Context: an optimization exercise on an open-source flow, tuned for small area and a short achievable clock period. The choices shown serve that exercise and are no tape-out recipe.
At most, simulation tests tie the RTL to the original design; equivalence was not proved.
Power figures rest on the tool's default switching activity, not on a simulated workload.

wip/yarrow:
Design video_gen, start of the top module:
module video_gen (
  input  wire        clk,
  input  wire        reset,
  input  wire        interlaced,
  input  wire [11:0] v_total_0,
  input  wire [11:0] v_fp_0,
  input  wire [11:0] v_bp_0,
  input  wire [11:0] v_sync_0,
  input  wire [11:0] v_total_1,
  input  wire [11:0] v_fp_1,
  input  wire [11:0] v_bp_1,
  input  wire [11:0] v_sync_1,
  input  wire [11:0] h_total,
  input  wire [11:0] h_fp,
  input  wire [11:0] h_bp,
  input  wire [11:0] h_sync,
  input  wire [11:0] hv_offset_0,
  input  wire [11:0] hv_offset_1,
  input  wire [11:0] total_active_pix,
  input  wire [11:0] total_active_lines,
  input  wire [7:0]  pattern,
  input  wire [19:0] ramp_step,
  input  wire [7:0]  r_in,
  input  wire [7:0]  g_in,
  input  wire [7:0]  b_in,
  output wire [12:0] v_count_out,
  output wire [11:0] h_count_out,
  output wire [11:0] x_out,
  output wire [12:0] y_out,
  output wire        field_out,
  output wire        vs_out,
  output wire        hs_out,
  output wire        de_out,
  output wire [7:0]  r_out,
  output wire [7:0]  g_out,
  output wire [7:0]  b_out
);
Size: roughly 1400 cells after synthesis, ~330 I/O pins, roughly 13000 µm² of cells after synthesis.
clock: 5.0 ns
lec_check: 0
cap_margin: 20
core_area: 2.3 2.72 137.54 136.0
cts_buf_list: sky130_fd_sc_hd__clkbuf_4 sky130_fd_sc_hd__clkbuf_8
die_area: 0 0 140 140
setup_slack_margin: 2.8
slew_margin: 20
tns_end_percent: 10
standard.sh (not shown) runs the stock make flow with config.mk's settings and CLKGATE_MAP_FILE= SYNTH_SCRIPT=/design/flow/synth_recipe.tcl, a recipe that flattens the netlist after the stock synthesis.
==> flow/flow/run.sh <==
#!/bin/bash
set -euo pipefail
export BUFFER_PORTS_ARGS="-buffer_cell sky130_fd_sc_hd__buf_1"
bash standard.sh > standard_flow.log 2>&1
#### Input delta (wip/ember over wip/yarrow)
- SETUP_SLACK_MARGIN: 2.8 -> 2.4
- TNS_END_PERCENT: 10 -> 0
==> run notes <==
Looking at the reports, wip/ember completed the entire flow and the layout it produced met the timing, design-rule and antenna checks.
Taking wip/yarrow as the reference, in wip/ember non-clock buffer count down 30, global placement routability congestion down about 3%, net switching power of the design down 8.9%, reported clock group power up about 4%.
Launching instance or port of the critical path = pattern[2]: wip/ember; launching instance or port of the critical path = i_sync_vg.fp1$_DFFE_PP_: wip/yarrow
met5 as the highest metal layer used by the detailed router was reported by wip/ember, and met4 by wip/yarrow.
diff inputs: wip/ember => wip/fjord
- a change of SETUP_SLACK_MARGIN from 2.4 to 2.8
Findings:
Between wip/fjord and wip/ember, the difference in register area is negligible. Against wip/ember, worst-case vdd ir drop in wip/fjord rose by a few percent. Looking at final cell count without fillers across wip/fjord and wip/ember, the one that comes out lower is wip/ember. Per the comparison of wip/fjord with wip/ember, wire length the detailed router placed on met1 saw an increase; total power per unit cell area went down; share of cell area taken by flip-flops and latches lower; area overhead of the layout relative to synthesis now larger. Cmp wip/fjord and wip/ember / global-route track usage on met2 / lower: wip/ember.
The inputs of wip/pepper differ from those of wip/fjord as listed below.
- putting PLACE_DENSITY at 0.75 where nothing was set
==> comparison <==
- Reported for wip/fjord and wip/pepper, met2 track demand over resource in global routing turned out identical to the last digit.
- From wip/pepper to wip/fjord, non-clock inverter total of the final layout did not move at all.
- Final standard cell count with taps included and fillers excluded: wip/fjord vs wip/pepper identical
- From wip/pepper to wip/fjord, number of global-route vias before repair did not move at all.


## the previous run
Another version of the RTL of video_gen (not shown whole).
Size: ~1400 cells after synthesis, roughly 130 flip-flops, ~330 I/O pins, ~0.012 mm² of cells after synthesis.
Settings: LEC_CHECK=0, CAP_MARGIN=20, CORE_AREA=2.3 2.72 207.7 207.12, DIE_AREA=0 0 210 210, SLEW_MARGIN=20; clock period 5.0 ns.
run.sh (not shown) runs the stock make flow with config.mk's settings and CLKGATE_MAP_FILE= SYNTH_SCRIPT=/design/flow/synth_recipe.tcl, a recipe that flattens the netlist after the stock synthesis.
Stock flow here: none of the scripts above is used.
The previous run finished all stages; the layout is clean.
diff inputs: the previous run => the current run
==> flow/flow/run.sh (new file) <==
#!/bin/bash
set -euo pipefail
export BUFFER_PORTS_ARGS="-buffer_cell sky130_fd_sc_hd__buf_1"
bash standard.sh > standard_flow.log 2>&1
==> flow/standard.sh (new file) <==
#!/bin/bash
# synth_recipe.tcl (not shown) runs the flow's synth.tcl, then flattens the netlist and writes it again
# the make line also repeats each setting of config.mk as NAME=value (left out here)
make -C /OpenROAD-flow-scripts/flow DESIGN_CONFIG=/design/flow/config.mk WORK_HOME=/design/flow/orfs CLKGATE_MAP_FILE= SYNTH_SCRIPT=/design/flow/synth_recipe.tcl "${@:-finish}"
removed: flow/run.sh
- The current run vs the previous run — count of clock-buffer cells in the layout rose 4.
- Going from the previous run to the current run, switching component of the power now sits lower, proportion of final cell area spent on non-clock buffers now sits lower, final area now sits lower, global-route usage now sits lower.
- Cell count of the worst reg-to-reg path: the previous run vs the current run identical
- On violation count after the first detailed-routing iteration, the higher figure sits with the current run, not the previous run.
- In the metrics for the previous run and the current run, the one carrying the lower worst hold slack is the previous run.
- Taking the previous run as the reference, in the current run internal power contribution has decreased; count of placed standard cells in the final layout, fillers left out has remained practically unchanged.
- Comparing met1 usage for the previous run and the current run, the bigger number came from the previous run.
No run of this note included a check of the RTL's function; only the layout flow was run.


RTL: one of the versions met above, not the one the previous note started from.
Size: ~330 I/O pins, roughly 13000 um^2 of cells after synthesis.
// video_gen
module video_gen (
  input  wire        clk,
  input  wire        reset,
  input  wire        interlaced,
  input  wire [11:0] v_total_0,
  input  wire [11:0] v_fp_0,
  input  wire [11:0] v_bp_0,
  input  wire [11:0] v_sync_0,
  input  wire [11:0] v_total_1,
  input  wire [11:0] v_fp_1,
  input  wire [11:0] v_bp_1,
  input  wire [11:0] v_sync_1,
  input  wire [11:0] h_total,
  input  wire [11:0] h_fp,
  input  wire [11:0] h_bp,
  input  wire [11:0] h_sync,
  input  wire [11:0] hv_offset_0,
  input  wire [11:0] hv_offset_1,
  input  wire [11:0] total_active_pix,
  input  wire [11:0] total_active_lines,
  input  wire [7:0]  pattern,
  input  wire [19:0] ramp_step,
  input  wire [7:0]  r_in,
  input  wire [7:0]  g_in,
  input  wire [7:0]  b_in,
  output wire [12:0] v_count_out,
  output wire [11:0] h_count_out,
  output wire [11:0] x_out,
  output wire [12:0] y_out,
  output wire        field_out,
  output wire        vs_out,
  output wire        hs_out,
  output wire        de_out,
  output wire [7:0]  r_out,
  output wire [7:0]  g_out,
  output wire [7:0]  b_out
);
==> flow/config.mk <==
export PLATFORM = sky130hd
export DESIGN_NAME = video_gen
export DESIGN_NICKNAME = video_gen
export VERILOG_FILES = /design/flow/design.v
export SDC_FILE = /design/flow/constraint.sdc
export NUM_CORES = 4
export LEC_CHECK = 0
export CAP_MARGIN = 20
export CORE_AREA = 2.3 2.72 157.78 157.76
export CTS_BUF_LIST = sky130_fd_sc_hd__clkbuf_4 sky130_fd_sc_hd__clkbuf_8
export DIE_AREA = 0 0 160 160
export SETUP_SLACK_MARGIN = 2.8
export SLEW_MARGIN = 20
export TNS_END_PERCENT = 0
==> flow/constraint.sdc <==
create_clock -name core_clock -period 5.0 [get_ports {clk}]
set_input_delay 1.0000 -clock core_clock [delete_from_list [all_inputs] [get_ports {clk}]]
set_output_delay 1.0000 -clock core_clock [all_outputs]
set_load 0.01 [all_outputs]
standard.sh (not shown) runs the stock make flow with config.mk's settings and CLKGATE_MAP_FILE= SYNTH_SCRIPT=/design/flow/synth_recipe.tcl, a recipe that flattens the netlist after the stock synthesis.
==> flow/flow/run.sh <==
#!/bin/bash
set -euo pipefail
export BUFFER_PORTS_ARGS="-buffer_cell sky130_fd_sc_hd__buf_1"
bash standard.sh > standard_flow.log 2>&1
The baseline ran to the end with no violations.
Change:
--- a/flow/config.mk
+++ b/flow/config.mk
@@ -7,8 +7,8 @@
 export LEC_CHECK = 0
-export CAP_MARGIN = 20
-export CORE_AREA = 2.3 2.72 157.78 157.76
+export CAP_MARGIN = 0
+export CORE_AREA = 2.3 2.72 137.54 136.0
 export CTS_BUF_LIST = sky130_fd_sc_hd__clkbuf_4 sky130_fd_sc_hd__clkbuf_8
-export DIE_AREA = 0 0 160 160
+export DIE_AREA = 0 0 140 140
 export SETUP_SLACK_MARGIN = 2.8
-export SLEW_MARGIN = 20
+export SLEW_MARGIN = 0
 export TNS_END_PERCENT = 0
Total power goes up by 3.4%.
Count of clock-buffer cells in the layout goes down by 1.
Design area is about the same.
Change:
--- a/flow/config.mk
+++ b/flow/config.mk
@@ -7,3 +7,3 @@
 export LEC_CHECK = 0
-export CAP_MARGIN = 0
+export CAP_MARGIN = 20
 export CORE_AREA = 2.3 2.72 137.54 136.0
@@ -11,4 +11,5 @@
 export DIE_AREA = 0 0 140 140
+export GPL_TIMING_DRIVEN = 0
 export SETUP_SLACK_MARGIN = 2.8
-export SLEW_MARGIN = 0
+export SLEW_MARGIN = 20
 export TNS_END_PERCENT = 0
After rerunning:
- The changed run completed without violations
- synthesized cell count stays the same
- clock power climbs by about 5%
- clock skew barely changes
- cell count rises by 1.3%
- cell area rose by 1.9%

## port drivers added, routing unchanged
Ports are ideal in the flow. The routed layouts listed here were re-timed in OpenROAD.
Step 1 sets driving cells, clkbuf_16 on the clock port and buf_2 on the other inputs (assumed; they add their load-dependent delay and slew).
Step 2 also shifts input and output timing later by t, the mid clock arrival at the registers, as if the neighbouring blocks saw the same clock.
a / b / c = no drivers / after step 1 / after step 2; a / b = the first two.
run | t, ns | slack for setup (ns) | worst setup path at the end
wip/yarrow | 0.521 | 2.519 / 2.519 / 2.003 | input to register
wip/ember | 0.511 | 2.227 / 2.242 / 1.731 | input to register
wip/fjord | 0.519 | 2.521 / 2.510 / 1.991 | input to register
wip/pepper | 0.519 | 2.521 / 2.510 / 1.991 | input to register
the previous run | 0.496 | 0.948 / 0.976 / 0.479 | input to register
the current run | 0.530 | 1.130 / 1.130 / 0.672 | input to register
the first run of note 3 | 0.503 | 2.467 / 2.462 / 1.959 | input to register
the second run of note 3 | 0.519 | 2.521 / 2.510 / 1.991 | input to register
the third run of note 3 | 0.522 | 2.342 / 2.342 / 1.936 | input to register
After both steps every run listed still meets setup and hold.
